What follows belongs to an exercise in optimizing a design on an open flow for small area and a short achievable clock period; a production flow would make more cautious choices. At most, simulation tests tie the RTL to the original design; equivalence was not proved. No functional check of the RTL was part of runs 1 to 3. No activity file was given, so power comes from the tool's default toggle rates.

[flow/design.v]
module max_c #(parameter W = 32) (
    input  [W-1:0] a,
    input  [W-1:0] b,
    output         gt);
    localparam L = $clog2(W);
    wire [2*W-2:0] g;
    wire [2*W-2:0] p;
    assign g[W-1:0] = a & ~b;
    assign p[W-1:0] = a | ~b;
    genvar l, i;
    generate
        for (l = 0; l < L; l = l + 1) begin : lvl
            localparam N   = W >> l;               
            localparam IN  = 2*W - 2*N;            
            localparam OUT = 2*W - N;              
            for (i = 0; i < N/2; i = i + 1) begin : node
                assign g[OUT+i] = g[IN+2*i+1] | (p[IN+2*i+1] & g[IN+2*i]);
                assign p[OUT+i] = p[IN+2*i+1] & p[IN+2*i];
            end
        end
    endgenerate
    assign gt = g[2*W-2];
endmodule
module max_relu (
    input  [31:0] a,
    input  [31:0] b,
    input  [31:0] c,
    output        sa,
    output        sb,
    output        sc);
    wire ab, ac, bc;
    max_c #(32) cab ({~a[31], a[30:0]}, {~b[31], b[30:0]}, ab);
    max_c #(32) cac ({~a[31], a[30:0]}, {~c[31], c[30:0]}, ac);
    max_c #(32) cbc ({~b[31], b[30:0]}, {~c[31], c[30:0]}, bc);
    assign sa = ab & ac;
    assign sb = ~ab & bc;
    assign sc = ~ac & ~bc;
endmodule
module max_pool_3x3 (
    input [31:0] v1,
    input [31:0] v2,
    input [31:0] v3,
    input [31:0] v4,
    input [31:0] v5,
    input [31:0] v6,
    input [31:0] v7,
    input [31:0] v8,
    input [31:0] v9,
    input en,
    input clk,
    output [31:0] selected);
    wire s1, s2, s3, s4, s5, s6, s7, s8, s9;
    max_relu g0 (v1, v2, v3, s1, s2, s3);
    max_relu g1 (v4, v5, v6, s4, s5, s6);
    max_relu g2 (v7, v8, v9, s7, s8, s9);
    wire [31:0] m0 = ({32{s1}} & v1) | ({32{s2}} & v2) | ({32{s3}} & v3);
    wire [31:0] m1 = ({32{s4}} & v4) | ({32{s5}} & v5) | ({32{s6}} & v6);
    wire [31:0] m2 = ({32{s7}} & v7) | ({32{s8}} & v8) | ({32{s9}} & v9);
    wire t0, t1, t2;
    max_relu gf (m0, m1, m2, t0, t1, t2);
    wire u0 = t0 & ~m0[31];
    wire u1 = t1 & ~m1[31];
    wire u2 = t2 & ~m2[31];
    wire [30:0] mx = ({31{u0}} & m0[30:0]) | ({31{u1}} & m1[30:0]) | ({31{u2}} & m2[30:0]);
    reg [30:0] q;
    always @(posedge clk)
        if (en) q <= mx;
    assign selected = {1'b0, q};
endmodule
[flow/flow/run.sh]
#!/bin/bash
# The standard layout, with two changes: ABC maps the logic with flow/map.abc
# (delay-targeted mapping) and every port gets the smallest buffer cell.
set -euo pipefail
here=$(pwd)
export BUFFER_PORTS_ARGS="-buffer_cell sky130_fd_sc_hd__buf_1"
export FLOW_ABC_SCRIPT=$here/flow/map.abc
sed "s|SYNTH_SCRIPT=[^ ]*|SYNTH_SCRIPT=$here/flow/synth.tcl|" standard.sh > flow_standard.sh
bash flow_standard.sh > standard_flow.log 2>&1
[flow/flow/map.abc]
strash
dch
map -D 2500
buffer
upsize -D 2500
dnsize -D 2500
[flow/flow/synth.tcl]
# The standard synthesis script, with ABC's mapping script replaced by flow/map.abc
proc synth {args} { yosys synth -nofsm -noshare {*}$args }
proc abc {args} {
  set i [lsearch -exact $args -script]
  if { $i >= 0 } { lset args [expr {$i + 1}] $::env(FLOW_ABC_SCRIPT) }
  yosys abc {*}$args
}
source $::env(SCRIPTS_DIR)/synth.tcl
# left out here: clear keep_hierarchy, flatten, clean up, hide names made inside functions, write 1_2_yosys.v
[flow/standard.sh]
#!/bin/bash
# synth_recipe.tcl (not shown) runs the flow's synth.tcl, then flattens the netlist and writes it again
# the make line also repeats each setting of config.mk as NAME=value (left out here)
make -C /OpenROAD-flow-scripts/flow DESIGN_CONFIG=/design/flow/config.mk WORK_HOME=/design/flow/orfs CLKGATE_MAP_FILE= SYNTH_SCRIPT=/design/flow/synth_recipe.tcl "${@:-finish}"
[flow/config.mk]
export PLATFORM = sky130hd
export DESIGN_NAME = max_pool_3x3
export DESIGN_NICKNAME = max_pool_3x3
export VERILOG_FILES = /design/flow/design.v
export SDC_FILE = /design/flow/constraint.sdc
export NUM_CORES = 4
export LEC_CHECK = 0
export CAP_MARGIN = 20
export CORE_MARGIN = 2
export CORE_UTILIZATION = 40
export GPL_TIMING_DRIVEN = 0
export SETUP_SLACK_MARGIN = 5
export SLEW_MARGIN = 20
[flow/constraint.sdc]
create_clock -name core_clock -period 12.0 [get_ports {clk}]
set_input_delay 2.4000 -clock core_clock [delete_from_list [all_inputs] [get_ports {clk}]]
set_output_delay 2.4000 -clock core_clock [all_outputs]
set_load 0.01 [all_outputs]
==> impl_metrics.py, run 1 <==
metrics = {
    "setup_path": {
        "arrival_ns": 6.91,
        "critPathKind": "in -> reg",
        "cp-end-kind": "flip-flop",
        "critPathMaxFanout": 10,
        "required_ns": 12.08,
        "startpoint_type": "input pin",
    },
    "layout": {
        "stdcell_count": 2301,
        "top_register": "q",
        "fillers": 2556,
        "fin_util": 0.494,
        "final_cell_mix": "buf_1, inv_1, nand2_1",
        "multi_input_area_um2": 7120,
        "nets": 2273,
        "regArea_um2": 931,
        "largestRegisters": "q x31",
        "fin_area_um2": 11300,
        "drive_gt1_frac": 0.0575,
        "syn_to_final_growth_pct": 20.9,
        "layout_commonest_cell": "buf_1",
        "largest_register_ffs": 31,
    },
    "place": {
        "place_area_um2": 10900,
        "place_congestion": 0.991,
        "place_ws_ns": 4.65,
        "hpwl_mm": 38.2,
        "dpl.cell_count": 2286,
        "port_buffers": 320,
    },
    "detailed_routing": {
        "wl_mm": 44.6,
        "viasPerCell": 6.11,
        "vias": 14100,
        "drtPass1Iterations": 6,
        "drt_iter0_drc": 1785,
        "drt.antenna.violating_nets": 0,
        "avgRoutedWirePerCell_um": 19.4,
        "drc": 0,
    },
    "sta": {
        "rsz0062_at_grt": "no",
        "hold_viol_final": 0,
        "fin_ws_ns": 5.17,
        "final.period_utilization": 0.569,
        "finalSetupTns_ns": 0,
        "max-slew-margin-rel": 0.410,
        "tightest_slew_ns": 0.885,
        "fmax_ghz": 0.146,
        "timing.hold.ws_ns": 2.70,
        "final-max-slew-violation-count": 0,
        "setup_viol": 0,
        "finalCriticalPeriod_ns": 6.83,
    },
    "clocking": {
        "holdBufCountCts": 0,
        "clock_path_buffers": 2,
        "htree_num_levels": 2,
        "clock-sinks": 31,
        "cts_tree": "built",
        "clk_pin_slew_ns": 0.06,
        "clockRootBuffer": "clkbuf_16",
        "cts_made_buffers": 5,
    },
    "floorplanning": {
        "die_h_um": 157,
        "io_pins": 322,
        "num_rows": 55,
        "dieWidth_um": 157,
        "dieArea_um2": 24500,
        "core_area_um2": 22800,
        "start_util": 0.409,
    },
    "synthesis": {
        "synth_ff_type": "edfxtp_1",
        "seq_area_frac_synth": 0.100,
        "async_flop_share": 0,
        "syn_inst": 1652,
        "synth_area_per_cell_um2": 5.64,
        "ys_types": 62,
        "synth_seq_cells": 31,
        "synth-edff-count": 31,
        "syn-num-nets": 1942,
        "synth_area_um2": 9310,
        "ys_warn_count": 1,
    },
    "global_route": {
        "track_usage": 0.343,
        "grt_first_pass_wirelength_mm": 66.2,
        "grt_pass1_vias": 12400,
        "antenna_found_initial": 3,
        "grt_overflow": 0,
        "grt_max_degree": 32,
    },
    "min_path": {
        "holdPathEnd": "q[28]$_DFFE_PP_",
        "min_path_type": "in -> reg",
        "hold_depth": 1,
        "worstHoldStart": "en",
    },
    "run_status": {
        "status": "finished clean",
    },
    "run": {
        "cap_violations": 0,
    },
    "pwr": {
        "p_leak_nw": 4.90,
        "powerDensity_nw_per_um2": 119,
        "ir_drop_mv": 0.0783,
        "p_total_mw": 1.34,
    },
}
-- worst max-delay path: stages --
cell,delay (ns)
buf_1,0.15
inv_1,0.11
a21oi_1,0.21
nand2_1,0.08
o311ai_1,0.48
nand3_1,0.16
o2111ai_1,0.16
a21oi_1,0.19
nand2_2,0.25
buf_2,0.35
o221ai_1,0.45
a21boi_0,0.39
o211a_1,0.21
nand2_1,0.05
o31ai_1,0.43
a31o_2,0.30
buf_2,0.25
nand4_1,0.11
o211ai_1,0.18
-- kinds of logic (layout without fill, tap and decap cells) --
logic type | count (synthesis) | after routing | share of synthesized area
DFF | 31 | 31 | 0.100
AOI/OAI and AO/OA | 615 | 615 | 0.441
buffers and inverters | 360 | 692 | 0.152
and+or+nand+nor | 645 | 645 | 0.307
other | 1 | 5 | 0.000403
-- metal layers --
metal,GRT usage,up-vias,share of wire
met1,0.448,6415,0.41
met2,0.558,840,0.44
met5,0,-,0
met4,0.129,0,0.036
li1,-,6721,-
met3,0.0654,93,0.11
-- synthesized netlist by cell type, drive strengths merged, types with 2 or more instances --
cell type	n	area share
clkbuf	10	0.0040
a31o	5	0.0047
a21oi	132	0.071
a221oi	14	0.015
o2111ai	20	0.019
o22ai	91	0.061
o311ai	5	0.0047
a22oi	90	0.073
o221a	2	0.0024
nand3	81	0.046
clkinv	2	0.00081
buf	36	0.021
nand2	232	0.094
a31oi	12	0.0087
o21ai	107	0.058
nor2	191	0.078
edfxtp	31	0.10
or2	3	0.0020
o211ai	50	0.040
o21a	6	0.0048
a21o	3	0.0024
a21boi	2	0.0016
a211oi	15	0.013
a311oi	4	0.0038
o31ai	4	0.0032
o22a	4	0.0038
o221ai	35	0.034
nand4	82	0.055
a221o	7	0.0075
nor3	51	0.029
o211a	2	0.0021
inv	312	0.13
and3	3	0.0020
-- repair_timing --
action | in CTS | in global routing
setup buffers | 0 | 2
pin swaps | 0 | 4
hold endpoints to repair | 0 | 0
gates resized for setup | 2 | 35
endpoints found under the setup margin | 13 | 31
-- power breakdown --
| part | switching, mW | internal (mW) |
|---|---|---|
| clock | 0.0498 | 0.0774 |
| sequential | 0.0128 | 0.172 |
| combinational | 0.710 | 0.323 |
| total | 0.772 | 0.572 |
-- area by class of cell --
class / count / area share
Inverter: 314 / 0.105
Sequential cell: 31 / 0.0827
Buffer: 46 / 0.0216
Timing Repair Buffer: 324 / 0.109
Tap cell: 313 / 0.0348
Clock inverter: 3 / 0.00211
Antenna cell: 4 / 0.000889
Clock buffer: 5 / 0.0111
Multi-Input combinational cell: 1261 / 0.633
-- worst max-delay path by stage --
stage | from | endpoint | slack, ns
after detailed placement | v7[6] | q[22]$_DFFE_PP_ | 4.65
final | v7[6] | q[22]$_DFFE_PP_ | 5.17
after global routing | v7[6] | q[22]$_DFFE_PP_ | 5.00
after CTS | v1[15] | q[22]$_DFFE_PP_ | 5.00
after global placement | v7[2] | q[22]$_DFFE_PP_ | 4.68
after floorplan | v5[18] | q[24]$_DFFE_PP_ | 6.40
==> run 2: changes to the inputs <==
--- a/flow/design.v
+++ b/flow/design.v
@@ -28,13 +28,16 @@
     output        sa,
     output        sb,
     output        sc);
-    wire ab, ac, bc;
-    max_c #(32) cab ({~a[31], a[30:0]}, {~b[31], b[30:0]}, ab);
-    max_c #(32) cac ({~a[31], a[30:0]}, {~c[31], c[30:0]}, ac);
-    max_c #(32) cbc ({~b[31], b[30:0]}, {~c[31], c[30:0]}, bc);
+    wire lab, lac, lbc;
+    max_c #(32) cab ({1'b0, a[30:0]}, {1'b0, b[30:0]}, lab);
+    max_c #(32) cac ({1'b0, a[30:0]}, {1'b0, c[30:0]}, lac);
+    max_c #(32) cbc ({1'b0, b[30:0]}, {1'b0, c[30:0]}, lbc);
+    wire ab = ~a[31] & (b[31] | lab);
+    wire ac = ~a[31] & (c[31] | lac);
+    wire bc = ~b[31] & (c[31] | lbc);
     assign sa = ab & ac;
-    assign sb = ~ab & bc;
-    assign sc = ~ac & ~bc;
+    assign sb = ~ab & bc & ~b[31];
+    assign sc = ~ac & ~bc & ~c[31];
 endmodule
 module max_pool_3x3 (
     input [31:0] v1,
@@ -53,17 +56,15 @@
     max_relu g0 (v1, v2, v3, s1, s2, s3);
     max_relu g1 (v4, v5, v6, s4, s5, s6);
     max_relu g2 (v7, v8, v9, s7, s8, s9);
-    wire [31:0] m0 = ({32{s1}} & v1) | ({32{s2}} & v2) | ({32{s3}} & v3);
-    wire [31:0] m1 = ({32{s4}} & v4) | ({32{s5}} & v5) | ({32{s6}} & v6);
-    wire [31:0] m2 = ({32{s7}} & v7) | ({32{s8}} & v8) | ({32{s9}} & v9);
+    wire [30:0] m0 = ({31{s1}} & v1[30:0]) | ({31{s2}} & v2[30:0]) | ({31{s3}} & v3[30:0]);
+    wire [30:0] m1 = ({31{s4}} & v4[30:0]) | ({31{s5}} & v5[30:0]) | ({31{s6}} & v6[30:0]);
+    wire [30:0] m2 = ({31{s7}} & v7[30:0]) | ({31{s8}} & v8[30:0]) | ({31{s9}} & v9[30:0]);
     wire t0, t1, t2;
-    max_relu gf (m0, m1, m2, t0, t1, t2);
-    wire u0 = t0 & ~m0[31];
-    wire u1 = t1 & ~m1[31];
-    wire u2 = t2 & ~m2[31];
-    wire [30:0] mx = ({31{u0}} & m0[30:0]) | ({31{u1}} & m1[30:0]) | ({31{u2}} & m2[30:0]);
+    max_relu gf ({1'b0, m0}, {1'b0, m1}, {1'b0, m2}, t0, t1, t2);
     reg [30:0] q;
+    wire [30:0] d = ({31{t0 & en}} & m0) | ({31{t1 & en}} & m1) | ({31{t2 & en}} & m2)
+                  | ({31{~en}} & q);
     always @(posedge clk)
-        if (en) q <= mx;
+        q <= d;
     assign selected = {1'b0, q};
 endmodule
--- a/flow/config.mk
+++ b/flow/config.mk
@@ -8,6 +8,5 @@
 export CAP_MARGIN = 20
 export CORE_MARGIN = 2
 export CORE_UTILIZATION = 40
-export GPL_TIMING_DRIVEN = 0
 export SETUP_SLACK_MARGIN = 5
 export SLEW_MARGIN = 20
==> run 2 against run 1 <==
Combinational power decreased by 24%. Power fell by 20%. Flip-flop and latch count did not move. Hold slack worse by 2.2 ns. Non-clock buffer count fell by 29. Wire length is 6.1% lower.
==> impl_metrics.py, run 2 <==
metrics = {
    "detailed_routing": {
        "drc": 0,
        "vias": 13800,
        "drt_iter0_drc": 1707,
        "drt.antenna.violating_nets": 0,
        "viasPerCell": 6.06,
        "avgRoutedWirePerCell_um": 18.5,
        "drtPass1Iterations": 8,
        "wl_mm": 41.9,
    },
    "place": {
        "place_ws_ns": 4.57,
        "place_congestion": 1.02,
        "dpl.cell_count": 2245,
        "hpwl_mm": 33.2,
        "port_buffers": 320,
    },
    "sta": {
        "final-max-slew-violation-count": 0,
        "hold_viol_final": 0,
        "final.period_utilization": 0.558,
        "max-slew-margin-rel": 0.317,
        "rsz0062_at_grt": "no",
        "setup_viol": 0,
        "timing.hold.ws_ns": 0.486,
        "finalCriticalPeriod_ns": 6.69,
        "finalSetupTns_ns": 0,
        "fin_ws_ns": 5.31,
        "final.setup_skew_ns": 0,
        "fmax_ghz": 0.149,
        "tightest_slew_ns": 1.01,
    },
    "layout": {
        "syn_to_final_growth_pct": 18.5,
        "final_cell_mix": "buf_1, inv_1, nand2_1",
        "largest_register_ffs": 31,
        "layout_commonest_cell": "buf_1",
        "nets": 2246,
        "top_register": "q",
        "drive_gt1_frac": 0.0598,
        "diodes": 0,
        "stdcell_count": 2269,
        "largestRegisters": "q x31",
    },
    "synthesis": {
        "synth_area_um2": 9350,
        "async_flop_share": 0,
        "yosys.area.top_type": "inv_1",
        "synth_area_per_cell_um2": 5.64,
        "synth-xor-area-share": 0,
        "synth_top_family_by_area": "compound AO/OA/AOI/OAI gates",
        "synthMuxAreaShare": 0,
        "synth-compound-area-share": 0.452,
        "synthTopCellsByCount": "inv_1, nand2_1, nor2_1",
        "ys_warn_count": 1,
        "ys_types": 70,
        "synth_area_leaders": "inv_1, nand4_1, nand2_1, a21oi_1, nor2_1",
        "syn-num-nets": 1948,
        "synth_seq_cells": 31,
        "post-synth-top-count-cell": "inv_1",
        "synthAdderAreaFrac": 0,
        "synth-edff-count": 0,
        "synth_top_area_frac": 0.117,
        "synth_simple_gate_area_frac": 0.317,
        "synth_ff_type": "dfxtp_1",
        "seq_area_frac_synth": 0.0664,
        "syn_inst": 1658,
    },
    "clocking": {
        "cts_tree": "built",
        "htree_num_levels": 2,
        "clockRootBuffer": "clkbuf_16",
        "clock_path_buffers": 2,
        "clk_latency_ns": 0.28,
        "clock-sinks": 31,
        "cts_made_buffers": 5,
        "clk_pin_slew_ns": 0.06,
    },
    "run": {
        "cap_violations": 0,
    },
    "floorplanning": {
        "start_util": 0.410,
        "io_pins": 322,
        "die_h_um": 157,
        "num_rows": 55,
        "dieWidth_um": 157,
        "core_area_um2": 22800,
        "dieArea_um2": 24600,
    },
    "setup_path": {
        "critPathMaxFanout": 25,
        "r2r_end": "q[20]$_DFF_P_",
        "arrival_ns": 6.90,
        "crit_end": "q[22]$_DFF_P_",
        "ff2ff_path_depth": 2,
        "required_ns": 12.21,
        "critPathKind": "in -> reg",
        "startpoint_type": "input pin",
        "rrSetupSlack_ns": 11.34,
        "cp-end-kind": "flip-flop",
        "startpoint": "v5[15]",
        "r2r_start": "q[20]$_DFF_P_",
    },
    "min_path": {
        "min_path_type": "reg -> reg",
    },
    "run_status": {
        "status": "finished clean",
    },
    "global_route": {
        "grt_overflow": 0,
        "use_met3": 0.0419,
        "grt-busiest-layer": "met2",
        "met2_usage": 0.507,
        "antenna_found_initial": 0,
        "track_usage": 0.314,
        "grtUsageMet1": 0.418,
        "grt_max_degree": 94,
        "grt_first_pass_wirelength_mm": 62.9,
        "grt_pass1_vias": 12100,
    },
    "pwr": {
        "p_leak_nw": 4.64,
        "ir_drop_mv": 0.0791,
        "p_total_mw": 1.08,
        "powerDensity_nw_per_um2": 97.4,
    },
}
## run 2: changes by cell type after synthesis, moves of 9 or more
| cell | before | now |
|---|---|---|
| a21oi_1 | 131 | 144 |
| o21a_1 | 6 | 20 |
| nand2_1 | 231 | 222 |
| nand4_1 | 82 | 137 |
| buf_6 | 1 | 11 |
| nand3_1 | 78 | 60 |
| o21ai_1 | 23 | 36 |
| edfxtp_1 | 31 | 0 |
| nor3_1 | 48 | 35 |
| nor2_1 | 189 | 174 |
| dfxtp_1 | 0 | 31 |
| o22ai_1 | 91 | 59 |
| o211ai_1 | 50 | 33 |
## run 2: worst min path at each step
stage,from,endpoint,slack [ns],depth (start not counted)
CTS,q[0]$_DFF_P_,q[0]$_DFF_P_,0.48,2
global route,q[9]$_DFF_P_,q[9]$_DFF_P_,0.50,2
floorplan,q[1]$_DFF_P_,q[1]$_DFF_P_,0.52,2
detailed placement,q[0]$_DFF_P_,q[0]$_DFF_P_,0.47,2
finish,q[6]$_DFF_P_,q[6]$_DFF_P_,0.49,2
global placement,q[29]$_DFF_P_,q[29]$_DFF_P_,0.47,2
## run 2: cells by family after synthesis
kind of cell / Yosys count
compound gates: 613
other cells: 1
flops: 31
buf+inv: 366
simple gates: 647
## run 2: power breakdown
| group | switching (mW) | total, mW | leakage, nW | internal [mW] |
|---|---|---|---|---|
| sequential | 0.0240 | 0.167 | 0.256 | 0.143 |
| combinational | 0.537 | 0.779 | 4.31 | 0.242 |
| clock | 0.0512 | 0.132 | 0.0727 | 0.0811 |
## run 2: cell type report
cell class	count	area, um^2
well taps	313	392
clock buffers	6	139
multi-input cells	1266	7370
fillers	2503	11700
clock inverters	1	5.00
inverters	311	1170
flip-flops and latches	31	621
repair buffers	341	1380
## run 2: metal layers
metal  up-vias  routed length, um
met4         0               1950
met2       853              18300
met3       100               4320
li1       6673                  -
met5         -                  0
met1      6135              17300
## run 2: critical path, cell delays in order
cell       delay [ns]
buf_1            0.20
nor2_1           0.10
a21oi_1          0.16
o211ai_1         0.13
nor3_1           0.31
o21ai_0          0.20
o2111ai_1        0.16
a31oi_1          0.12
nor2_1           0.14
o21ai_2          0.11
a21oi_4          0.34
inv_4            0.23
o21ai_2          0.32
inv_1            0.14
o221ai_2         0.29
o21ai_1          0.13
a21oi_1          0.19
o2111a_1         0.30
o21a_2           0.32
buf_4            0.34
nand4_1          0.13
nand4_1          0.12
## run 2: timing repair
action,4_1_cts,5_1_grt
resized for setup,2,19
endpoints found under the setup margin,31,31
setup buffers,0,11
cloned,0,5
pin swaps,0,5
hold buffers,0,0
## run 2: through the flow
stage | util | area (um^2)
detailed placement | 0.468 | 10700
global route | 0.486 | 11100
finish | 0.486 | 11100
floorplan | - | 9350
global placement | 0.468 | 10700
CTS | 0.475 | 10800
==> run 3: changes to the inputs <==
--- a/flow/config.mk
+++ b/flow/config.mk
@@ -7,6 +7,6 @@
 export LEC_CHECK = 0
 export CAP_MARGIN = 20
 export CORE_MARGIN = 2
-export CORE_UTILIZATION = 40
+export CORE_UTILIZATION = 60
 export SETUP_SLACK_MARGIN = 5
 export SLEW_MARGIN = 20
==> run 3 against run 2 <==
Synthesized area is the same. Non-clock buffer count is 10 lower. Synthesized cell count did not move. Sequential share of layout area rose by 0.19 points. Register-to-register slack got worse by 0.02 ns. Critical path type unchanged. Largest power group unchanged.
==> impl_metrics.py, run 3 <==
metrics = {
    "floorplanning": {
        "dieWidth_um": 129,
        "io_pins": 322,
        "num_rows": 45,
        "dieArea_um2": 16600,
        "core_area_um2": 15200,
        "die_h_um": 129,
        "start_util": 0.615,
    },
    "min_path": {
        "min_path_type": "reg -> reg",
        "hold_depth": 2,
    },
    "global_route": {
        "grtUsageMet1": 0.522,
        "grt_max_degree": 95,
        "use_met3": 0.0649,
        "antenna_found_initial": 0,
        "grt_pass1_vias": 12200,
        "grt-busiest-layer": "met2",
        "grt_overflow": 0,
        "track_usage": 0.414,
        "met2_usage": 0.674,
        "grt_first_pass_wirelength_mm": 57.0,
    },
    "detailed_routing": {
        "drc": 0,
        "wl_mm": 36.9,
        "drtPass1Iterations": 9,
        "viasPerCell": 6.60,
        "drt_iter0_drc": 1572,
        "vias": 14100,
        "avgRoutedWirePerCell_um": 17.3,
        "drt.antenna.violating_nets": 0,
    },
    "synthesis": {
        "synth-edff-count": 0,
        "synthTopCellsByCount": "inv_1, nand2_1, nor2_1",
        "synth_area_um2": 9350,
        "synth_area_per_cell_um2": 5.64,
        "synth_top_area_frac": 0.117,
        "yosys.area.top_type": "inv_1",
        "syn_inst": 1658,
        "synth_area_leaders": "inv_1, nand4_1, nand2_1, a21oi_1, nor2_1",
        "seq_area_frac_synth": 0.0664,
        "synth_ff_type": "dfxtp_1",
        "ys_types": 70,
        "async_flop_share": 0,
        "syn-num-nets": 1948,
        "synth_seq_cells": 31,
        "ys_warn_count": 1,
        "post-synth-top-count-cell": "inv_1",
    },
    "setup_path": {
        "cp_common_cell": "a21oi_1",
        "startpoint_type": "input pin",
        "required_ns": 12.21,
        "critPathMaxFanout": 31,
        "ff2ff_path_depth": 2,
        "critPathKind": "in -> reg",
        "cp_cell_sequence": "buf_1, inv_1, nor2_1, a21oi_1, a221oi_1, o2111ai_1, a31oi_1, nor3_2, o211ai_4, inv_2, a221oi_2, inv_1, nor3_1, a21oi_1, o21ai_0, a21oi_1, o21bai_1, a21o_4, o2111ai_1, nand4_1",
        "arrival_ns": 7.05,
        "critical_path.slowest_cell": "o211ai_4",
        "cp_slowest_stage_delay_ns": 0.58,
        "cp-end-kind": "flip-flop",
    },
    "sta": {
        "fin_ws_ns": 5.17,
        "fmax_ghz": 0.146,
        "tightest_slew_ns": 1.14,
        "final.setup_skew_ns": 0,
        "finalSetupTns_ns": 0,
        "final-max-slew-violation-count": 0,
        "final.period_utilization": 0.570,
        "rsz0062_at_grt": "no",
        "hold_viol_final": 0,
        "setup_viol": 0,
        "finalCriticalPeriod_ns": 6.83,
        "max-slew-margin-rel": 0.240,
    },
    "layout": {
        "top_register": "q",
        "drive_gt1_frac": 0.0494,
        "layout_commonest_cell": "buf_1",
        "final_cell_mix": "buf_1, inv_1, nand2_1",
        "diodes": 0,
        "largest_register_ffs": 31,
        "nets": 2231,
        "syn_to_final_growth_pct": 14.6,
        "largestRegisters": "q x31",
    },
    "pwr": {
        "p_leak_nw": 4.55,
        "powerDensity_nw_per_um2": 94.7,
        "ir_drop_mv": 0.0796,
    },
    "place": {
        "place_ws_ns": 4.65,
        "place_congestion": 1.04,
        "port_buffers": 320,
        "hpwl_mm": 29.1,
    },
    "clocking": {
        "clockRootBuffer": "clkbuf_16",
        "cts_tree": "built",
        "clk_latency_ns": 0.28,
        "clk_pin_slew_ns": 0.06,
        "cts_made_buffers": 5,
        "clock_path_buffers": 2,
        "clock-sinks": 31,
        "htree_num_levels": 2,
    },
    "run_status": {
        "status": "finished clean",
    },
    "run": {
        "cap_violations": 0,
    },
}
==> run 3: cell families after synthesis <==
kind of cell,count (synthesis),share of synthesized area
AOI/OAI and AO/OA,613,0.452
buffers and inverters,366,0.165
DFF,31,0.0664
other,1,0.000401
and+or+nand+nor,647,0.317
==> run 3: worst max-delay path: cells and delay by family <==
family | cells | cell delay, ns
and+or+nand+nor | 4 | 0.66
AOI/OAI and AO/OA | 12 | 3.36
buffers and inverters | 4 | 0.60
==> run 3: routing by layer <==
layer	vias up	part of all wire
met3	157	0.12
met4	0	0.058
met1	6244	0.38
met5	-	0
met2	1028	0.44
li1	6637	-
==> run 3: final cells by class <==
| cell class | instances | area, um^2 |
|---|---|---|
| clock buffer | 7 | 133 |
| clock inverter | 1 | 5.00 |
| fill | 1490 | 4490 |
| inverter | 311 | 1170 |
| multi-input combinational | 1261 | 7270 |
| sequential | 31 | 621 |
| tap | 188 | 235 |
| timing repair buffer | 331 | 1280 |
==> run 3: final timing paths <==
| kind | from | endpoint | slack (ns) |
|---|---|---|---|
| worst min register to register | q[25]$_DFF_P_ | q[25]$_DFF_P_ | 0.48 |
| worst max register to register | q[16]$_DFF_P_ | q[16]$_DFF_P_ | 11.32 |
| worst min-delay path | q[25]$_DFF_P_ | q[25]$_DFF_P_ | 0.48 |
| worst max-delay path | v9[3] | q[1]$_DFF_P_ | 5.17 |
==> run 3: timing repair <==
action	4_1_cts	5_1_grt
setup endpoints to repair	11	31
hold buffers	0	0
gates resized for setup	3	13
buffers inserted	0	2
pin swaps	0	1
==> run 3: report_power, final <==
group | total (mW) | leakage (nW) | internal, mW | switching [mW]
Sequential | 0.168 | 0.256 | 0.143 | 0.0244
Clock | 0.127 | 0.0679 | 0.0768 | 0.0500
Combinational | 0.721 | 4.23 | 0.222 | 0.499
Total | 1.01 | 4.55 | 0.442 | 0.573
==> run 3: metrics by stage <==
stage	hold WS (ns)	util	power (mW)	instance area, um^2	cells
after floorplan	0.517	-	0.623	9350	1658
final	0.479	0.705	1.01	10700	2130
after global placement	0.464	0.690	0.825	10500	2120
after detailed placement	0.469	0.690	0.835	10500	2120
after CTS	0.482	0.699	0.963	10600	2128
after global routing	0.508	0.705	1.07	10700	2130
==> run 4: changes to the inputs <==
--- a/flow/design.v
+++ b/flow/design.v
@@ -1,8 +1,7 @@
-module max_c #(parameter W = 32) (
+module max_c #(parameter L = 5, parameter W = 1 << L) (
     input  [W-1:0] a,
     input  [W-1:0] b,
     output         gt);
-    localparam L = $clog2(W);
     wire [2*W-2:0] g;
     wire [2*W-2:0] p;
     assign g[W-1:0] = a & ~b;
@@ -29,9 +28,9 @@
     output        sb,
     output        sc);
     wire lab, lac, lbc;
-    max_c #(32) cab ({1'b0, a[30:0]}, {1'b0, b[30:0]}, lab);
-    max_c #(32) cac ({1'b0, a[30:0]}, {1'b0, c[30:0]}, lac);
-    max_c #(32) cbc ({1'b0, b[30:0]}, {1'b0, c[30:0]}, lbc);
+    max_c #(5) cab ({1'b0, a[30:0]}, {1'b0, b[30:0]}, lab);
+    max_c #(5) cac ({1'b0, a[30:0]}, {1'b0, c[30:0]}, lac);
+    max_c #(5) cbc ({1'b0, b[30:0]}, {1'b0, c[30:0]}, lbc);
     wire ab = ~a[31] & (b[31] | lab);
     wire ac = ~a[31] & (c[31] | lac);
     wire bc = ~b[31] & (c[31] | lbc);
--- a/flow/config.mk
+++ b/flow/config.mk
@@ -7,6 +7,6 @@
 export LEC_CHECK = 0
 export CAP_MARGIN = 20
 export CORE_MARGIN = 2
-export CORE_UTILIZATION = 60
-export SETUP_SLACK_MARGIN = 5
+export CORE_UTILIZATION = 40
+export SETUP_SLACK_MARGIN = 4
 export SLEW_MARGIN = 20
==> run 4 against run 3 <==
Critical path depth rose by 3. Sequential share of layout area decreased by 0.055 points. Wire length rose by 10%. Combinational power down 2%. Final area up 0.96%. Worst setup slack got worse by 0.55 ns. Non-clock buffer count shrank 1. Global-route usage fell by 10 points. Critical path type unchanged. Sequential power is essentially flat.
==> impl_metrics.py, run 4 <==
metrics = {
    "synthesis": {
        "synth_area_leaders": "inv_1, nand4_1, nand2_1, a21oi_1, nor2_1",
        "synth_ff_type": "dfxtp_1",
        "synth_area_um2": 9350,
        "synth_area_per_cell_um2": 5.64,
        "async_flop_share": 0,
        "seq_area_frac_synth": 0.0664,
        "synth_seq_cells": 31,
        "syn-num-nets": 1948,
        "synth_top_area_frac": 0.117,
        "syn_inst": 1658,
        "ys_types": 70,
        "synth-edff-count": 0,
        "post-synth-top-count-cell": "inv_1",
        "yosys.area.top_type": "inv_1",
        "ys_warn_count": 1,
        "synthTopCellsByCount": "inv_1, nand2_1, nor2_1",
    },
    "clocking": {
        "clock-sinks": 31,
        "cts_setup_buffers": 0,
        "htree_num_levels": 2,
        "cts_tree": "built",
        "cts_resized": 0,
        "clk_pin_slew_ns": 0.05,
        "holdBufCountCts": 0,
        "clock_path_buffers": 2,
        "clockRootBuffer": "clkbuf_16",
        "cts_made_buffers": 5,
        "clk_latency_ns": 0.28,
    },
    "layout": {
        "fin_util": 0.475,
        "stdcell_count": 2253,
        "largest_register_ffs": 31,
        "syn_to_final_growth_pct": 15.7,
        "layout_commonest_cell": "buf_1",
        "drive_gt1_frac": 0.0469,
        "fin_area_um2": 10800,
        "top_register": "q",
        "final_cell_mix": "buf_1, inv_1, nand2_1",
        "diodes": 0,
        "nets": 2230,
        "largestRegisters": "q x31",
    },
    "setup_path": {
        "cp-end-kind": "flip-flop",
        "startpoint_type": "input pin",
        "cp_cell_sequence": "buf_1, inv_1, nand2_1, o21ai_0, a221oi_1, o2111ai_1, a31oi_1, nor3_2, o21ai_1, nand3b_1, buf_4, inv_2, a22oi_1, o21ai_1, a22oi_1, o21a_1, o21ai_0, nor2_1, nand3_1, a21oi_2, a21o_1, nand4_1, nand4_1",
        "rrSetupSlack_ns": 11.33,
        "crit_end": "q[22]$_DFF_P_",
        "critPathMaxFanout": 31,
        "required_ns": 12.21,
        "critPathKind": "in -> reg",
        "r2r_end": "q[20]$_DFF_P_",
        "timing.critical_path.buf_inv": 4,
        "cp_slowest_stage_delay_ns": 0.95,
        "crit_family": "compound AO/OA/AOI/OAI gates",
        "path_depth": 23,
        "ff2ff_path_depth": 2,
        "critical_path.slowest_cell": "a21o_1",
        "arrival_ns": 7.60,
        "startpoint": "v9[0]",
        "r2r_start": "q[20]$_DFF_P_",
    },
    "sta": {
        "setup_viol": 0,
        "max-slew-margin-rel": 0.202,
        "finalCriticalPeriod_ns": 7.39,
        "finalSetupTns_ns": 0,
        "final-max-slew-violation-count": 0,
        "final.period_utilization": 0.616,
        "final.setup_skew_ns": 0,
        "rsz0062_at_grt": "no",
        "fin_ws_ns": 4.61,
        "timing.hold.ws_ns": 0.482,
        "fmax_ghz": 0.135,
        "hold_viol_final": 0,
        "tightest_slew_ns": 1.20,
    },
    "floorplanning": {
        "die_h_um": 157,
        "dieArea_um2": 24600,
        "num_rows": 55,
        "dieWidth_um": 157,
        "io_pins": 322,
        "start_util": 0.410,
        "core_area_um2": 22800,
    },
    "detailed_routing": {
        "drtPass1Iterations": 6,
        "avgRoutedWirePerCell_um": 18.0,
        "drt_iter0_drc": 1644,
        "wl_mm": 40.6,
        "drc": 0,
        "drt.antenna.violating_nets": 0,
        "vias": 13600,
        "viasPerCell": 6.02,
    },
    "pwr": {
        "p_leak_nw": 4.55,
        "ir_drop_mv": 0.103,
        "powerDensity_nw_per_um2": 93.0,
        "p_total_mw": 1.01,
    },
    "run_status": {
        "status": "finished clean",
    },
    "place": {
        "place_area_um2": 10700,
        "port_buffers": 320,
        "place_ws_ns": 4.57,
        "place_congestion": 1.02,
        "dpl.cell_count": 2245,
        "hpwl_mm": 33.2,
    },
    "global_route": {
        "grt_overflow": 0,
        "grt_pass1_vias": 12100,
        "grt_first_pass_wirelength_mm": 62.9,
        "grt_max_degree": 94,
        "track_usage": 0.314,
        "antenna_found_initial": 0,
    },
    "min_path": {
        "worstHoldStart": "q[0]$_DFF_P_",
        "min_path_type": "reg -> reg",
    },
    "run": {
        "cap_violations": 0,
    },
}
-- run 4: changes by cell type in the layout (fill, tap and decap cells not counted), moves of 2 or more --
cell      previous run  this run
o21ai_0             78        80
nor2_4               2         0
a21o_4               2         0
o21ai_1             37        35
clkbuf_1             2         0
buf_4               11         9
-- run 4: area by class of cell --
class,count,area (um^2)
clock inverters,1,5.00
fillers,2529,12000
inverters,311,1170
multi-input cells,1261,7210
repair buffers,330,1280
flip-flops and latches,31,621
clock buffers,6,139
well taps,313,392
-- run 4: cells by family (layout without fill, tap and decap cells) --
logic type,after synthesis,after routing,synth area share
AND/OR/NAND/NOR,647,647,0.317
AO/OA/AOI/OAI,613,613,0.452
other,1,1,0.000401
buffers and inverters,366,648,0.165
flip-flops,31,31,0.0664
-- run 4: power by group --
group | switching [mW] | leakage [nW] | internal [mW] | total, mW
sequential | 0.0242 | 0.256 | 0.143 | 0.167
clock | 0.0507 | 0.0727 | 0.0811 | 0.132
combinational | 0.495 | 4.22 | 0.213 | 0.708
total | 0.569 | 4.55 | 0.437 | 1.01
-- run 4: layer usage --
layer / track usage / up-vias / share of wire
li1: - / 6623 / -
met1: 0.418 / 6052 / 0.42
met2: 0.507 / 797 / 0.44
met3: 0.0419 / 93 / 0.095
met4: 0.133 / 0 / 0.045
met5: 0 / - / 0
-- run 4: how the worst min path moves through the flow --
stage | end | depth (start not counted) | slack [ns]
final | q[0]$_DFF_P_ | 2 | 0.48
after global routing | q[9]$_DFF_P_ | 2 | 0.50
after CTS | q[0]$_DFF_P_ | 2 | 0.48
after detailed placement | q[0]$_DFF_P_ | 2 | 0.47
after global placement | q[29]$_DFF_P_ | 2 | 0.47
after floorplan | q[1]$_DFF_P_ | 2 | 0.52
-- run 4: worst register-to-register path: stages (launching register included) --
cell     delay [ns]
dfxtp_1        0.44
nand2_1        0.08
nand4_1        0.08
==> run 5: changes to the inputs <==
--- a/flow/flow/run.sh
+++ b/flow/flow/run.sh
@@ -4,6 +4,7 @@
 set -euo pipefail
 here=$(pwd)
 export BUFFER_PORTS_ARGS="-buffer_cell sky130_fd_sc_hd__buf_1"
+export SETUP_SLACK_MARGIN=6
 export FLOW_ABC_SCRIPT=$here/flow/map.abc
 sed "s|SYNTH_SCRIPT=[^ ]*|SYNTH_SCRIPT=$here/flow/synth.tcl|" standard.sh > flow_standard.sh
 bash flow_standard.sh > standard_flow.log 2>&1
--- a/flow/config.mk
+++ b/flow/config.mk
@@ -8,5 +8,4 @@
 export CAP_MARGIN = 20
 export CORE_MARGIN = 2
 export CORE_UTILIZATION = 40
-export SETUP_SLACK_MARGIN = 4
 export SLEW_MARGIN = 20
==> run 5 against run 4 <==
Worst setup slack better by 1.3 ns. Flip-flop and latch count unchanged. Cell count up 5.7%. Via count increased by 13%. Synthesized cell count is the same. Synthesized area stayed put. Critical path depth fell by 1. Power rose by 37%. First-iteration DRC count grew 32%. Sequential power hardly changed. Clock-buffer cell count unchanged. Sequential share of layout area down 1.2 points. Critical path type unchanged. Critical endpoint is now q[19]$_DFF_P_. Highest routed layer unchanged.
==> impl_metrics.py, run 5 <==
metrics = {
    "run_status": {
        "status": "finished clean",
    },
    "floorplanning": {
        "die_h_um": 157,
        "core_area_um2": 22800,
        "io_pins": 322,
        "dieWidth_um": 157,
        "start_util": 0.410,
        "num_rows": 55,
        "dieArea_um2": 24600,
    },
    "synthesis": {
        "ys_types": 70,
        "synth_top_area_frac": 0.117,
        "yosys.area.top_type": "inv_1",
        "ys_warn_count": 1,
        "synth_area_per_cell_um2": 5.64,
        "synth_area_um2": 9350,
        "synth-edff-count": 0,
        "synthTopCellsByCount": "inv_1, nand2_1, nor2_1",
        "syn_inst": 1658,
        "seq_area_frac_synth": 0.0664,
        "syn-num-nets": 1948,
        "synth_area_leaders": "inv_1, nand4_1, nand2_1, a21oi_1, nor2_1",
        "async_flop_share": 0,
        "synth_ff_type": "dfxtp_1",
        "synth_seq_cells": 31,
        "post-synth-top-count-cell": "inv_1",
    },
    "layout": {
        "nets": 2359,
        "top_register": "q",
        "drive_gt1_frac": 0.233,
        "diodes": 0,
        "largestRegisters": "q x31",
        "largest_register_ffs": 31,
        "fin_util": 0.596,
        "layout_commonest_cell": "buf_1",
        "syn_to_final_growth_pct": 45.1,
        "fillers": 2203,
        "final_cell_mix": "buf_1, inv_1, nand2_1",
    },
    "sta": {
        "hold_viol_final": 0,
        "fmax_ghz": 0.163,
        "tightest_slew_ns": 0.949,
        "timing.hold.ws_ns": 0.477,
        "final.period_utilization": 0.510,
        "max-slew-margin-rel": 0.367,
        "final.setup_skew_ns": 0,
        "rsz0062_at_grt": "yes",
        "finalSetupTns_ns": 0,
        "setup_viol": 0,
        "final-max-slew-violation-count": 0,
        "finalCriticalPeriod_ns": 6.12,
    },
    "detailed_routing": {
        "drc": 0,
        "drt_iter0_drc": 2172,
        "vias": 15300,
        "drt.antenna.violating_nets": 0,
        "viasPerCell": 6.41,
        "wl_mm": 49.3,
        "drtPass1Iterations": 10,
        "avgRoutedWirePerCell_um": 20.7,
    },
    "clocking": {
        "cts_tree": "built",
        "htree_num_levels": 2,
        "cts_made_buffers": 5,
        "clk_latency_ns": 0.29,
        "clk_pin_slew_ns": 0.06,
        "clock_path_buffers": 2,
        "clock-sinks": 31,
        "clockRootBuffer": "clkbuf_16",
    },
    "setup_path": {
        "cp-end-kind": "flip-flop",
        "required_ns": 12.17,
        "critical_path.slowest_cell": "o21a_1",
        "critPathKind": "in -> reg",
        "critPathMaxFanout": 8,
        "r2r_end": "q[20]$_DFF_P_",
        "cp_cell_sequence": "buf_1, a21oi_1, a221oi_2, o2111ai_2, a31oi_4, nor3_4, buf_6, o211ai_4, buf_4, inv_4, a22oi_1, o21a_1, a22oi_2, nor3_2, o21bai_1, nand3b_1, o21bai_4, buf_4, a21oi_4, buf_4, nand4_1, nand4_1",
        "r2r_start": "q[20]$_DFF_P_",
        "startpoint_type": "input pin",
        "rrSetupSlack_ns": 11.36,
        "startpoint": "v9[2]",
        "cp_common_cell": "buf_4",
        "arrival_ns": 6.28,
        "ff2ff_path_depth": 2,
        "cp_slowest_stage_delay_ns": 0.40,
    },
    "global_route": {
        "track_usage": 0.339,
        "grt_max_degree": 94,
        "grt_first_pass_wirelength_mm": 67.3,
        "grt_overflow": 0,
        "antenna_found_initial": 0,
        "grt_pass1_vias": 12800,
    },
    "pwr": {
        "ir_drop_mv": 0.0894,
        "powerDensity_nw_per_um2": 101,
        "p_leak_nw": 5.65,
    },
    "place": {
        "hpwl_mm": 33.2,
        "place_congestion": 1.02,
        "port_buffers": 320,
    },
    "min_path": {
        "hold_depth": 2,
        "min_path_type": "reg -> reg",
        "worstHoldStart": "q[6]$_DFF_P_",
        "holdPathEnd": "q[6]$_DFF_P_",
    },
    "run": {
        "cap_violations": 0,
    },
}
run 5: worst max-delay path: cells and delay by family:
kind,cells,cell delay [ns]
and+or+nand+nor,5,0.62
buffers and inverters,6,1.00
AOI/OAI and AO/OA,11,2.25
run 5: cells by family (layout without fill, tap and decap cells):
group,count (synthesis),in the layout,share of synthesized area
other,1,1,0.000401
and+or+nand+nor,647,648,0.317
buffers and inverters,366,768,0.165
DFF,31,31,0.0664
AOI/OAI and AO/OA,613,621,0.452
run 5: cell type report:
| class | instances | area, um^2 | area share |
|---|---|---|---|
| Clock buffer | 6 | 139 | 0.0102 |
| Clock inverter | 1 | 5.00 | 0.000369 |
| Inverter | 311 | 1190 | 0.0881 |
| Multi-Input combinational cell | 1270 | 8580 | 0.633 |
| Sequential cell | 31 | 621 | 0.0457 |
| Tap cell | 313 | 392 | 0.0289 |
| Timing Repair Buffer | 448 | 2620 | 0.193 |
| Timing Repair inverter | 2 | 15.0 | 0.00111 |
run 5: routing by layer:
metal  GRT usage  vias to the layer above  routed length (um)
met3      0.0441                      271                5820
li1            -                     6915                   -
met2       0.556                     1192               21700
met4       0.143                        0                3180
met1       0.445                     6895               18600
met5           0                        -                   0
run 5: where the power goes:
part,internal (mW),total [mW],switching (mW)
logic,0.404,1.07,0.670
registers,0.143,0.168,0.0245
clock network,0.0812,0.136,0.0544
run 5: worst max-delay path by stage:
stage | slack [ns] | endpoint
final | 5.88 | q[19]$_DFF_P_
after detailed placement | 4.57 | q[1]$_DFF_P_
after floorplan | 6.66 | q[21]$_DFF_P_
after global routing | 5.77 | q[3]$_DFF_P_
after CTS | 6.00 | q[10]$_DFF_P_
after global placement | 4.57 | q[1]$_DFF_P_
run 5: repair_timing:
| item | in CTS | in global routing |
|---|---|---|
| hold buffers | 0 | 0 |
| resized for setup | 90 | 343 |
| cloned | 8 | 10 |
| buffers inserted | 41 | 70 |
| setup endpoints to repair | 31 | 31 |
| pin swaps | 26 | 120 |
run 5: through the flow:
stage | std cells | instance area [um^2] | power [mW] | setup WS, ns
after CTS | 2301 | 11600 | 1.11 | 6.00
after global routing | 2382 | 13600 | 1.43 | 5.77
after floorplan | 1658 | 9350 | 0.623 | 6.66
final | 2382 | 13600 | 1.38 | 5.88
after detailed placement | 2245 | 10700 | 0.855 | 4.57
after global placement | 2245 | 10700 | 0.854 | 4.57
==> run 6: changes to the inputs <==
--- a/flow/flow/run.sh
+++ b/flow/flow/run.sh
@@ -4,7 +4,7 @@
 set -euo pipefail
 here=$(pwd)
 export BUFFER_PORTS_ARGS="-buffer_cell sky130_fd_sc_hd__buf_1"
-export SETUP_SLACK_MARGIN=6
+export SETUP_SLACK_MARGIN=5.75
 export FLOW_ABC_SCRIPT=$here/flow/map.abc
 sed "s|SYNTH_SCRIPT=[^ ]*|SYNTH_SCRIPT=$here/flow/synth.tcl|" standard.sh > flow_standard.sh
 bash flow_standard.sh > standard_flow.log 2>&1
==> run 6 against run 5 <==
Fmax about the same. Synthesized cell count unchanged. Non-clock buffer count down 52. Wire length down 7.9%. Critical path type unchanged. Flip-flop and latch count unchanged. Clock skew unchanged. Still clean on timing, DRC and antenna. Critical endpoint is now q[11]$_DFF_P_. Core utilization down 5.5 points. Via count down 5.1%. Worst setup slack better by 0.0027 ns. Clock-buffer cell count unchanged. Die area unchanged.
==> impl_metrics.py, run 6 <==
metrics = {
    "synthesis": {
        "synthTopCellsByCount": "inv_1, nand2_1, nor2_1",
        "yosys.area.top_type": "inv_1",
        "ys_warn_count": 1,
        "synth_area_um2": 9350,
        "seq_area_frac_synth": 0.0664,
        "syn-num-nets": 1948,
        "syn_inst": 1658,
        "ys_types": 70,
        "async_flop_share": 0,
        "synth_seq_cells": 31,
        "synth-edff-count": 0,
        "synth_area_per_cell_um2": 5.64,
        "synth_ff_type": "dfxtp_1",
        "synth_area_leaders": "inv_1, nand4_1, nand2_1, a21oi_1, nor2_1",
        "post-synth-top-count-cell": "inv_1",
        "synth_top_area_frac": 0.117,
    },
    "layout": {
        "stdcell_count": 2330,
        "nets": 2307,
        "largestRegisters": "q x31",
        "syn_to_final_growth_pct": 31.7,
        "layout_commonest_cell": "buf_1",
        "fin_area_um2": 12300,
        "top_register": "q",
        "diodes": 0,
        "final_cell_mix": "buf_1, inv_1, nand2_1",
        "fin_util": 0.541,
        "largest_register_ffs": 31,
        "drive_gt1_frac": 0.129,
    },
    "place": {
        "dpl.cell_count": 2245,
        "place_area_um2": 10700,
        "place_congestion": 1.02,
        "hpwl_mm": 33.2,
        "port_buffers": 320,
        "place_ws_ns": 4.57,
    },
    "clocking": {
        "clockRootBuffer": "clkbuf_16",
        "cts_tree": "built",
        "htree_num_levels": 2,
        "clk_latency_ns": 0.28,
        "cts_made_buffers": 5,
        "clock-sinks": 31,
        "clock_path_buffers": 2,
        "clk_pin_slew_ns": 0.06,
    },
    "sta": {
        "final-max-slew-violation-count": 0,
        "timing.hold.ws_ns": 0.483,
        "setup_viol": 0,
        "hold_viol_final": 0,
        "final.period_utilization": 0.510,
        "final.setup_skew_ns": 0,
        "finalSetupTns_ns": 0,
        "fmax_ghz": 0.164,
        "max-slew-margin-rel": 0.384,
        "tightest_slew_ns": 0.924,
        "fin_ws_ns": 5.89,
        "finalCriticalPeriod_ns": 6.11,
        "rsz0062_at_grt": "yes",
    },
    "setup_path": {
        "critPathKind": "in -> reg",
        "critPathMaxFanout": 7,
        "startpoint_type": "input pin",
        "rrSetupSlack_ns": 11.36,
        "cp-end-kind": "flip-flop",
        "required_ns": 12.22,
        "arrival_ns": 6.33,
    },
    "floorplanning": {
        "start_util": 0.410,
        "core_area_um2": 22800,
        "die_h_um": 157,
        "dieWidth_um": 157,
        "dieArea_um2": 24600,
        "num_rows": 55,
        "io_pins": 322,
    },
    "global_route": {
        "antenna_found_initial": 0,
        "grt_max_degree": 94,
        "track_usage": 0.328,
        "grt_overflow": 0,
        "grt_pass1_vias": 12500,
        "grt_first_pass_wirelength_mm": 65.4,
    },
    "detailed_routing": {
        "drt.antenna.violating_nets": 0,
        "vias": 14500,
        "avgRoutedWirePerCell_um": 19.5,
        "viasPerCell": 6.22,
        "wl_mm": 45.4,
        "drt_iter0_drc": 1715,
        "drc": 0,
        "drtPass1Iterations": 8,
    },
    "pwr": {
        "p_total_mw": 1.22,
        "powerDensity_nw_per_um2": 98.9,
        "ir_drop_mv": 0.0744,
        "p_leak_nw": 5.12,
    },
    "run": {
        "cap_violations": 0,
    },
    "min_path": {
        "min_path_type": "reg -> reg",
    },
    "run_status": {
        "status": "finished clean",
    },
}
## run 6: cell counts after synthesis
No cell type changed its count.
## run 6: kinds of logic after synthesis
group | after synthesis | share of synthesized area
simple gates | 647 | 0.317
compound gates | 613 | 0.452
buf+inv | 366 | 0.165
flops | 31 | 0.0664
other cells | 1 | 0.000401
## run 6: path summary, 6_finish.rpt
kind	startpoint	end	cells past startpoint
worst max register to register	q[20]$_DFF_P_	q[20]$_DFF_P_	2
worst min-delay path	q[6]$_DFF_P_	q[6]$_DFF_P_	2
worst min register to register	q[6]$_DFF_P_	q[6]$_DFF_P_	2
worst max-delay path	v5[19]	q[11]$_DFF_P_	25
## run 6: area by class of cell
| class | count | area (um^2) |
|---|---|---|
| tap | 313 | 392 |
| inverter | 311 | 1190 |
| clock buffer | 6 | 139 |
| timing repair inverter | 2 | 17.5 |
| fill | 2360 | 10500 |
| timing repair buffer | 396 | 1990 |
| multi-input combinational | 1270 | 7970 |
| clock inverter | 1 | 5.00 |
| sequential | 31 | 621 |
## run 6: critical path, cell delays in order
cell and delay [ns]:
buf_1 0.15, inv_1 0.16, o22ai_1 0.09, o21ai_0 0.11, o21ai_1 0.15, nand2_1 0.08, o21ai_1 0.07, o311ai_1 0.24
nand4_1 0.18, o21ai_4 0.31, a21oi_4 0.06, buf_12 0.15, buf_6 0.15, a221oi_4 0.25, buf_4 0.21, nand2_1 0.09
nand3_1 0.18, a2bb2oi_1 0.17, o221a_2 0.23, o2111ai_4 0.12, buf_12 0.17, a21oi_4 0.16, buf_4 0.19, nand4_1 0.10
nand4_1 0.14
## run 6: power by group
| part | leakage, nW | total, mW | internal (mW) | switching (mW) |
|---|---|---|---|---|
| logic | 4.79 | 0.918 | 0.319 | 0.599 |
| registers | 0.256 | 0.167 | 0.143 | 0.0241 |
| clock network | 0.0727 | 0.133 | 0.0811 | 0.0515 |
| total | 5.12 | 1.22 | 0.543 | 0.675 |
## run 6: what timing repair did
item,4_1_cts,5_1_grt
gates resized for setup,35,148
hold endpoints to repair,0,0
setup endpoints to repair,31,31
buffers inserted,18,45
cloned,6,8
hold buffers,0,0
pin swaps,8,38
## run 6: routing by layer
layer,track usage,part of all wire
met1,0.436,0.39
met2,0.530,0.45
met3,0.0413,0.11
met4,0.149,0.047
met5,0,0
==> run 7: changes to the inputs <==
--- a/flow/flow/run.sh
+++ b/flow/flow/run.sh
@@ -4,7 +4,7 @@
 set -euo pipefail
 here=$(pwd)
 export BUFFER_PORTS_ARGS="-buffer_cell sky130_fd_sc_hd__buf_1"
-export SETUP_SLACK_MARGIN=5.75
+export SETUP_SLACK_MARGIN=5.25
 export FLOW_ABC_SCRIPT=$here/flow/map.abc
 sed "s|SYNTH_SCRIPT=[^ ]*|SYNTH_SCRIPT=$here/flow/synth.tcl|" standard.sh > flow_standard.sh
 bash flow_standard.sh > standard_flow.log 2>&1
==> run 7 against run 6 <==
Clock skew is the same. Fmax decreased by 5.0%. Sequential power barely moved. Largest power group unchanged.
==> impl_metrics.py, run 7 <==
metrics = {
    "synthesis": {
        "synth-edff-count": 0,
        "ys_types": 70,
        "synthTopCellsByCount": "inv_1, nand2_1, nor2_1",
        "synth_ff_type": "dfxtp_1",
        "synth_top_area_frac": 0.117,
        "ys_warn_count": 1,
        "synth_area_per_cell_um2": 5.64,
        "seq_area_frac_synth": 0.0664,
        "async_flop_share": 0,
        "yosys.area.top_type": "inv_1",
        "synth_area_leaders": "inv_1, nand4_1, nand2_1, a21oi_1, nor2_1",
        "syn-num-nets": 1948,
        "synth_area_um2": 9350,
        "post-synth-top-count-cell": "inv_1",
        "synth_seq_cells": 31,
        "syn_inst": 1658,
    },
    "layout": {
        "syn_to_final_growth_pct": 20.6,
        "nets": 2260,
        "largest_register_ffs": 31,
        "fin_util": 0.495,
        "drive_gt1_frac": 0.0690,
        "largestRegisters": "q x31",
        "final_cell_mix": "buf_1, inv_1, nand2_1",
        "layout_commonest_cell": "buf_1",
        "fin_area_um2": 11300,
        "stdcell_count": 2283,
        "top_register": "q",
        "diodes": 0,
    },
    "pwr": {
        "p_total_mw": 1.11,
        "ir_drop_mv": 0.0581,
        "powerDensity_nw_per_um2": 98.8,
        "p_leak_nw": 4.73,
    },
    "floorplanning": {
        "core_area_um2": 22800,
        "dieWidth_um": 157,
        "dieArea_um2": 24600,
        "die_h_um": 157,
        "start_util": 0.410,
        "io_pins": 322,
        "num_rows": 55,
    },
    "detailed_routing": {
        "wl_mm": 42.4,
        "drt.antenna.violating_nets": 0,
        "avgRoutedWirePerCell_um": 18.6,
        "viasPerCell": 6.09,
        "drc": 0,
        "drtPass1Iterations": 8,
        "drt_iter0_drc": 1806,
        "vias": 13900,
    },
    "sta": {
        "final.period_utilization": 0.537,
        "timing.hold.ws_ns": 0.486,
        "hold_viol_final": 0,
        "tightest_slew_ns": 1.12,
        "finalCriticalPeriod_ns": 6.44,
        "final-max-slew-violation-count": 0,
        "fin_ws_ns": 5.56,
        "fmax_ghz": 0.155,
        "finalSetupTns_ns": 0,
        "final.setup_skew_ns": 0,
        "max-slew-margin-rel": 0.246,
        "setup_viol": 0,
        "rsz0062_at_grt": "no",
    },
    "clocking": {
        "clk_pin_slew_ns": 0.06,
        "cts_tree": "built",
        "cts_made_buffers": 5,
        "clock-sinks": 31,
        "htree_num_levels": 2,
        "clockRootBuffer": "clkbuf_16",
        "clk_latency_ns": 0.28,
        "clock_path_buffers": 2,
    },
    "place": {
        "hpwl_mm": 33.2,
        "place_area_um2": 10700,
        "port_buffers": 320,
        "place_congestion": 1.02,
        "place_ws_ns": 4.57,
        "dpl.cell_count": 2245,
    },
    "global_route": {
        "grt_max_degree": 94,
        "grt_pass1_vias": 12300,
        "antenna_found_initial": 0,
        "grt_overflow": 0,
        "grt_first_pass_wirelength_mm": 63.9,
        "track_usage": 0.319,
    },
    "setup_path": {
        "required_ns": 12.15,
        "cp_cell_sequence": "buf_1, inv_1, nand2_1, o21ai_0, a211oi_1, nand4_1, o2111ai_1, nand2_1, a21oi_2, buf_4, inv_2, o21ai_0, a22oi_1, o221ai_1, nand2_1, o2111a_1, o21a_4, buf_6, nand4_1, nand4_1",
        "critPathMaxFanout": 21,
        "startpoint": "v2[27]",
        "rrSetupSlack_ns": 11.37,
        "timing.critical_path.buf_inv": 5,
        "crit_family": "compound AO/OA/AOI/OAI gates",
        "r2r_end": "q[20]$_DFF_P_",
        "cp_slowest_stage_delay_ns": 0.91,
        "arrival_ns": 6.59,
        "ff2ff_path_depth": 2,
        "cp-end-kind": "flip-flop",
        "startpoint_type": "input pin",
        "critPathKind": "in -> reg",
        "r2r_start": "q[20]$_DFF_P_",
        "critical_path.slowest_cell": "o21ai_0",
    },
    "min_path": {
        "hold_depth": 2,
        "worstHoldStart": "q[0]$_DFF_P_",
        "min_path_type": "reg -> reg",
        "holdPathEnd": "q[0]$_DFF_P_",
    },
    "run": {
        "cap_violations": 0,
    },
    "run_status": {
        "status": "finished clean",
    },
}
==> run 7: cell counts after synthesis <==
No cell type changed its count.
==> run 7: worst register-to-register path: stages, from the launching register on <==
cell and delay [ns]:
dfxtp_1 0.35, nand2_1 0.08, nand4_1 0.08
==> run 7: power by group <==
| group | switching, mW | internal, mW | leakage [nW] |
|---|---|---|---|
| clock network | 0.0512 | 0.0811 | 0.0727 |
| logic | 0.548 | 0.267 | 4.40 |
| registers | 0.0237 | 0.143 | 0.256 |
==> run 7: cell type report <==
type                       instances  area, um^2
multi-input combinational       1268        7440
timing repair buffer             353        1510
fill                            2474       11500
sequential                        31         621
clock buffer                       6         139
tap                              313         392
inverter                         311        1170
clock inverter                     1        5.00
==> run 7: cell families after synthesis <==
family	after synthesis	synth area share
flops	31	0.0664
buf+inv	366	0.165
simple gates	647	0.317
compound gates	613	0.452
other cells	1	0.000401
==> run 7: how the worst max path moves through the flow <==
stage | end | cells after the start
after floorplan | q[21]$_DFF_P_ | 22
after global placement | q[1]$_DFF_P_ | 23
after detailed placement | q[1]$_DFF_P_ | 25
final | q[30]$_DFF_P_ | 20
after global routing | q[30]$_DFF_P_ | 25
after CTS | q[19]$_DFF_P_ | 24
==> run 7: layer usage <==
layer  vias to the layer above  global-route usage  share of wire  wire length [um]
met5                         -                   0              0                 0
met4                         0               0.131          0.046              1950
met3                       112              0.0363           0.10              4310
met2                       863               0.517           0.44             18700
met1                      6225               0.430           0.41             17500
li1                       6703                   -              -                 -
==> run 7: what timing repair did <==
| item | 4_1_cts | 5_1_grt |
|---|---|---|
| setup buffers | 5 | 18 |
| resized for setup | 14 | 26 |
| endpoints found under the setup margin | 31 | 31 |
| hold buffers | 0 | 0 |
| cloned | 2 | 5 |
| pin swaps | 1 | 10 |
==> run 8: changes to the inputs <==
--- a/flow/flow/run.sh
+++ b/flow/flow/run.sh
@@ -4,7 +4,6 @@
 set -euo pipefail
 here=$(pwd)
 export BUFFER_PORTS_ARGS="-buffer_cell sky130_fd_sc_hd__buf_1"
-export SETUP_SLACK_MARGIN=5.25
 export FLOW_ABC_SCRIPT=$here/flow/map.abc
 sed "s|SYNTH_SCRIPT=[^ ]*|SYNTH_SCRIPT=$here/flow/synth.tcl|" standard.sh > flow_standard.sh
 bash flow_standard.sh > standard_flow.log 2>&1
--- a/flow/config.mk
+++ b/flow/config.mk
@@ -8,4 +8,5 @@
 export CAP_MARGIN = 20
 export CORE_MARGIN = 2
 export CORE_UTILIZATION = 40
+export SETUP_SLACK_MARGIN = 5
 export SLEW_MARGIN = 20
==> run 8 against run 7 <==
Synthesized area is the same. Core utilization shrank 0.87 points. Synthesized cell count is the same. Fmax shrank 3.8%. Hold slack is essentially flat. Flip-flop and latch count is the same. Largest power group unchanged. Highest routed layer unchanged.
==> impl_metrics.py, run 8 <==
metrics = {
    "layout": {
        "fillers": 2503,
        "fin_area_um2": 11100,
        "top_register": "q",
        "fin_util": 0.486,
        "largest_register_ffs": 31,
        "layout_commonest_cell": "buf_1",
        "regArea_um2": 621,
        "diodes": 0,
        "drive_gt1_frac": 0.0598,
        "multi_input_area_um2": 7370,
        "final_cell_mix": "buf_1, inv_1, nand2_1",
        "largestRegisters": "q x31",
        "syn_to_final_growth_pct": 18.5,
        "nets": 2246,
    },
    "global_route": {
        "grt_overflow": 0,
        "track_usage": 0.314,
        "antenna_found_initial": 0,
        "grt_first_pass_wirelength_mm": 62.9,
        "grt_max_degree": 94,
        "grt_pass1_vias": 12100,
    },
    "detailed_routing": {
        "viasPerCell": 6.06,
        "wl_mm": 41.9,
        "drtPass1Iterations": 8,
        "drt.antenna.violating_nets": 0,
        "drt_iter0_drc": 1707,
        "drc": 0,
        "avgRoutedWirePerCell_um": 18.5,
        "vias": 13800,
    },
    "floorplanning": {
        "num_rows": 55,
        "dieWidth_um": 157,
        "core_area_um2": 22800,
        "dieArea_um2": 24600,
        "die_h_um": 157,
        "io_pins": 322,
        "start_util": 0.410,
    },
    "run": {
        "cap_violations": 0,
    },
    "synthesis": {
        "synth-xor-area-share": 0,
        "synth_area_per_cell_um2": 5.64,
        "synth_seq_cells": 31,
        "synth_simple_gate_area_frac": 0.317,
        "synth_top_area_frac": 0.117,
        "synthAdderAreaFrac": 0,
        "post-synth-top-count-cell": "inv_1",
        "synth-edff-count": 0,
        "synth_ff_type": "dfxtp_1",
        "async_flop_share": 0,
        "syn-num-nets": 1948,
        "synth_area_leaders": "inv_1, nand4_1, nand2_1, a21oi_1, nor2_1",
        "yosys.area.top_type": "inv_1",
        "ys_types": 70,
        "ys_warn_count": 1,
        "synth_area_um2": 9350,
        "synthTopCellsByCount": "inv_1, nand2_1, nor2_1",
        "seq_area_frac_synth": 0.0664,
        "synth-compound-area-share": 0.452,
        "synthMuxAreaShare": 0,
        "syn_inst": 1658,
        "synth_top_family_by_area": "compound AO/OA/AOI/OAI gates",
    },
    "setup_path": {
        "ff2ff_path_depth": 2,
        "cp_cell_sequence": "buf_1, nor2_1, a21oi_1, o211ai_1, nor3_1, o21ai_0, o2111ai_1, a31oi_1, nor2_1, o21ai_2, a21oi_4, inv_4, o21ai_2, inv_1, o221ai_2, o21ai_1, a21oi_1, o2111a_1, o21a_2, buf_4, nand4_1, nand4_1",
        "arrival_ns": 6.90,
        "critPathMaxFanout": 25,
        "required_ns": 12.21,
        "critical_path.slowest_cell": "a21oi_4",
        "rrSetupSlack_ns": 11.34,
        "critPathKind": "in -> reg",
        "startpoint_type": "input pin",
        "cp_slowest_stage_delay_ns": 0.34,
        "r2r_start": "q[20]$_DFF_P_",
        "r2r_end": "q[20]$_DFF_P_",
        "cp-end-kind": "flip-flop",
    },
    "sta": {
        "final-max-slew-violation-count": 0,
        "finalCriticalPeriod_ns": 6.69,
        "final.period_utilization": 0.558,
        "tightest_slew_ns": 1.01,
        "max-slew-margin-rel": 0.317,
        "rsz0062_at_grt": "no",
        "fmax_ghz": 0.149,
        "final.setup_skew_ns": 0,
        "hold_viol_final": 0,
        "setup_viol": 0,
        "timing.hold.ws_ns": 0.486,
        "finalSetupTns_ns": 0,
    },
    "pwr": {
        "powerDensity_nw_per_um2": 97.4,
        "swShare": 0.568,
        "internal_power_mw": 0.466,
        "p_leak_nw": 4.64,
        "ir_drop_mv": 0.0791,
        "switching_power_mw": 0.612,
        "clkPwrFrac": 0.123,
        "pwr-share-seq": 0.155,
        "comb_power_share": 0.722,
    },
    "min_path": {
        "hold_depth": 2,
        "worstHoldStart": "q[6]$_DFF_P_",
        "holdPathEnd": "q[6]$_DFF_P_",
        "min_path_type": "reg -> reg",
    },
    "clocking": {
        "cts_made_buffers": 5,
        "clock-sinks": 31,
        "clk_pin_slew_ns": 0.06,
        "clk_latency_ns": 0.28,
        "holdBufCountCts": 0,
        "cts_tree": "built",
        "clock_path_buffers": 2,
        "clockRootBuffer": "clkbuf_16",
        "htree_num_levels": 2,
    },
    "place": {
        "place_congestion": 1.02,
        "hpwl_mm": 33.2,
        "place_area_um2": 10700,
        "port_buffers": 320,
    },
    "run_status": {
        "status": "finished clean",
    },
}
## run 8: cell type report
cell class                      count  area share
Clock buffer                        6      0.0125
Clock inverter                      1    0.000452
Inverter                          311       0.106
Multi-Input combinational cell   1266       0.665
Sequential cell                    31      0.0560
Tap cell                          313      0.0354
Timing Repair Buffer              341       0.125
## run 8: power by group through the flow
stage	Combinational, mW	Clock (mW)	Sequential, mW
finish	0.779	0.132	0.167
global route	0.836	0.137	0.172
CTS	0.690	0.132	0.167
detailed placement	0.687	0	0.168
global placement	0.686	0	0.168
floorplan	0.441	0	0.182
## run 8: kinds of logic (layout without fill, tap and decap cells)
kind of cell,count (synthesis),count (layout)
compound gates,613,618
buf+inv,366,659
simple gates,647,647
flops,31,31
other cells,1,1
## run 8: metrics by stage
| step | power, mW | cells | worst slack (ns) |
|---|---|---|---|
| 2_1_floorplan | 0.623 | 1658 | 6.66 |
| 3_3_place_gp | 0.854 | 2245 | 4.57 |
| 3_5_place_dp | 0.855 | 2245 | 4.57 |
| 4_1_cts | 0.989 | 2252 | 5.01 |
| 5_1_grt | 1.14 | 2269 | 5.02 |
| 6_report | 1.08 | 2269 | 5.31 |
## run 8: metal layers
layer / part of all wire / GRT usage / vias up
li1: - / - / 6673
met1: 0.41 / 0.418 / 6135
met2: 0.44 / 0.507 / 853
met3: 0.10 / 0.0419 / 100
met4: 0.047 / 0.133 / 0
met5: 0 / 0 / -
## run 8: worst max path at each step
stage	startpoint	to	slack (ns)	depth (start not counted)
3_3_place_gp	v9[0]	q[1]$_DFF_P_	4.57	23
5_1_grt	v5[14]	q[1]$_DFF_P_	5.02	22
3_5_place_dp	v9[15]	q[1]$_DFF_P_	4.57	25
4_1_cts	v5[15]	q[1]$_DFF_P_	5.01	22
2_1_floorplan	v9[15]	q[21]$_DFF_P_	6.66	22
6_report	v5[15]	q[22]$_DFF_P_	5.31	22
## run 8: worst max-delay path, delay by kind of cell
kind	cells	cell delay [ns]
and+or+nand+nor	5	0.80
AOI/OAI and AO/OA	13	2.77
buffers and inverters	4	0.91
## run 8: repair_timing
item | 4_1_cts | 5_1_grt
pin swaps | 0 | 5
buffers inserted | 0 | 11
endpoints found under the setup margin | 31 | 31
gates cloned | 0 | 5
gates resized for setup | 2 | 19

-- re-timing with driven ports --
How much do the figures lean on ideal ports? The routed layouts below were timed once more, with nothing changed but the port constraints. Step 1: set_driving_cell puts a clkbuf_16 on clk and a buf_2 on each other input, an assumption about the parent block. Step 2 also shifts input and output timing later by t, the mid clock arrival at the registers, as if the neighbouring blocks saw the same clock. Slacks: ideal / step 1 / step 2; pairs: ideal / step 1.
run	t, ns	setup WS [ns]	worst data-port slew with drivers (ns)	cell pins on the clock port's net
run 1	0.320	5.170 / 5.179 / 4.859	0.10	1
run 2	0.322	5.308 / 5.318 / 4.997	0.06	1
run 3	0.323	5.165 / 5.168 / 4.845	0.06	1
run 4	0.320	4.612 / 4.633 / 4.313	0.06	1
run 5	0.336	5.883 / 5.904 / 5.569	0.06	1
run 6	0.324	5.886 / 5.902 / 5.578	0.06	1
run 7	0.321	5.561 / 5.576 / 5.256	0.06	1
run 8	0.322	5.308 / 5.318 / 4.997	0.06	1
After both steps setup and hold are still met in every run listed. For run 3, which loses most, drivers alone change the setup slack by +0.003 ns; drivers and shift together by -0.320 ns.
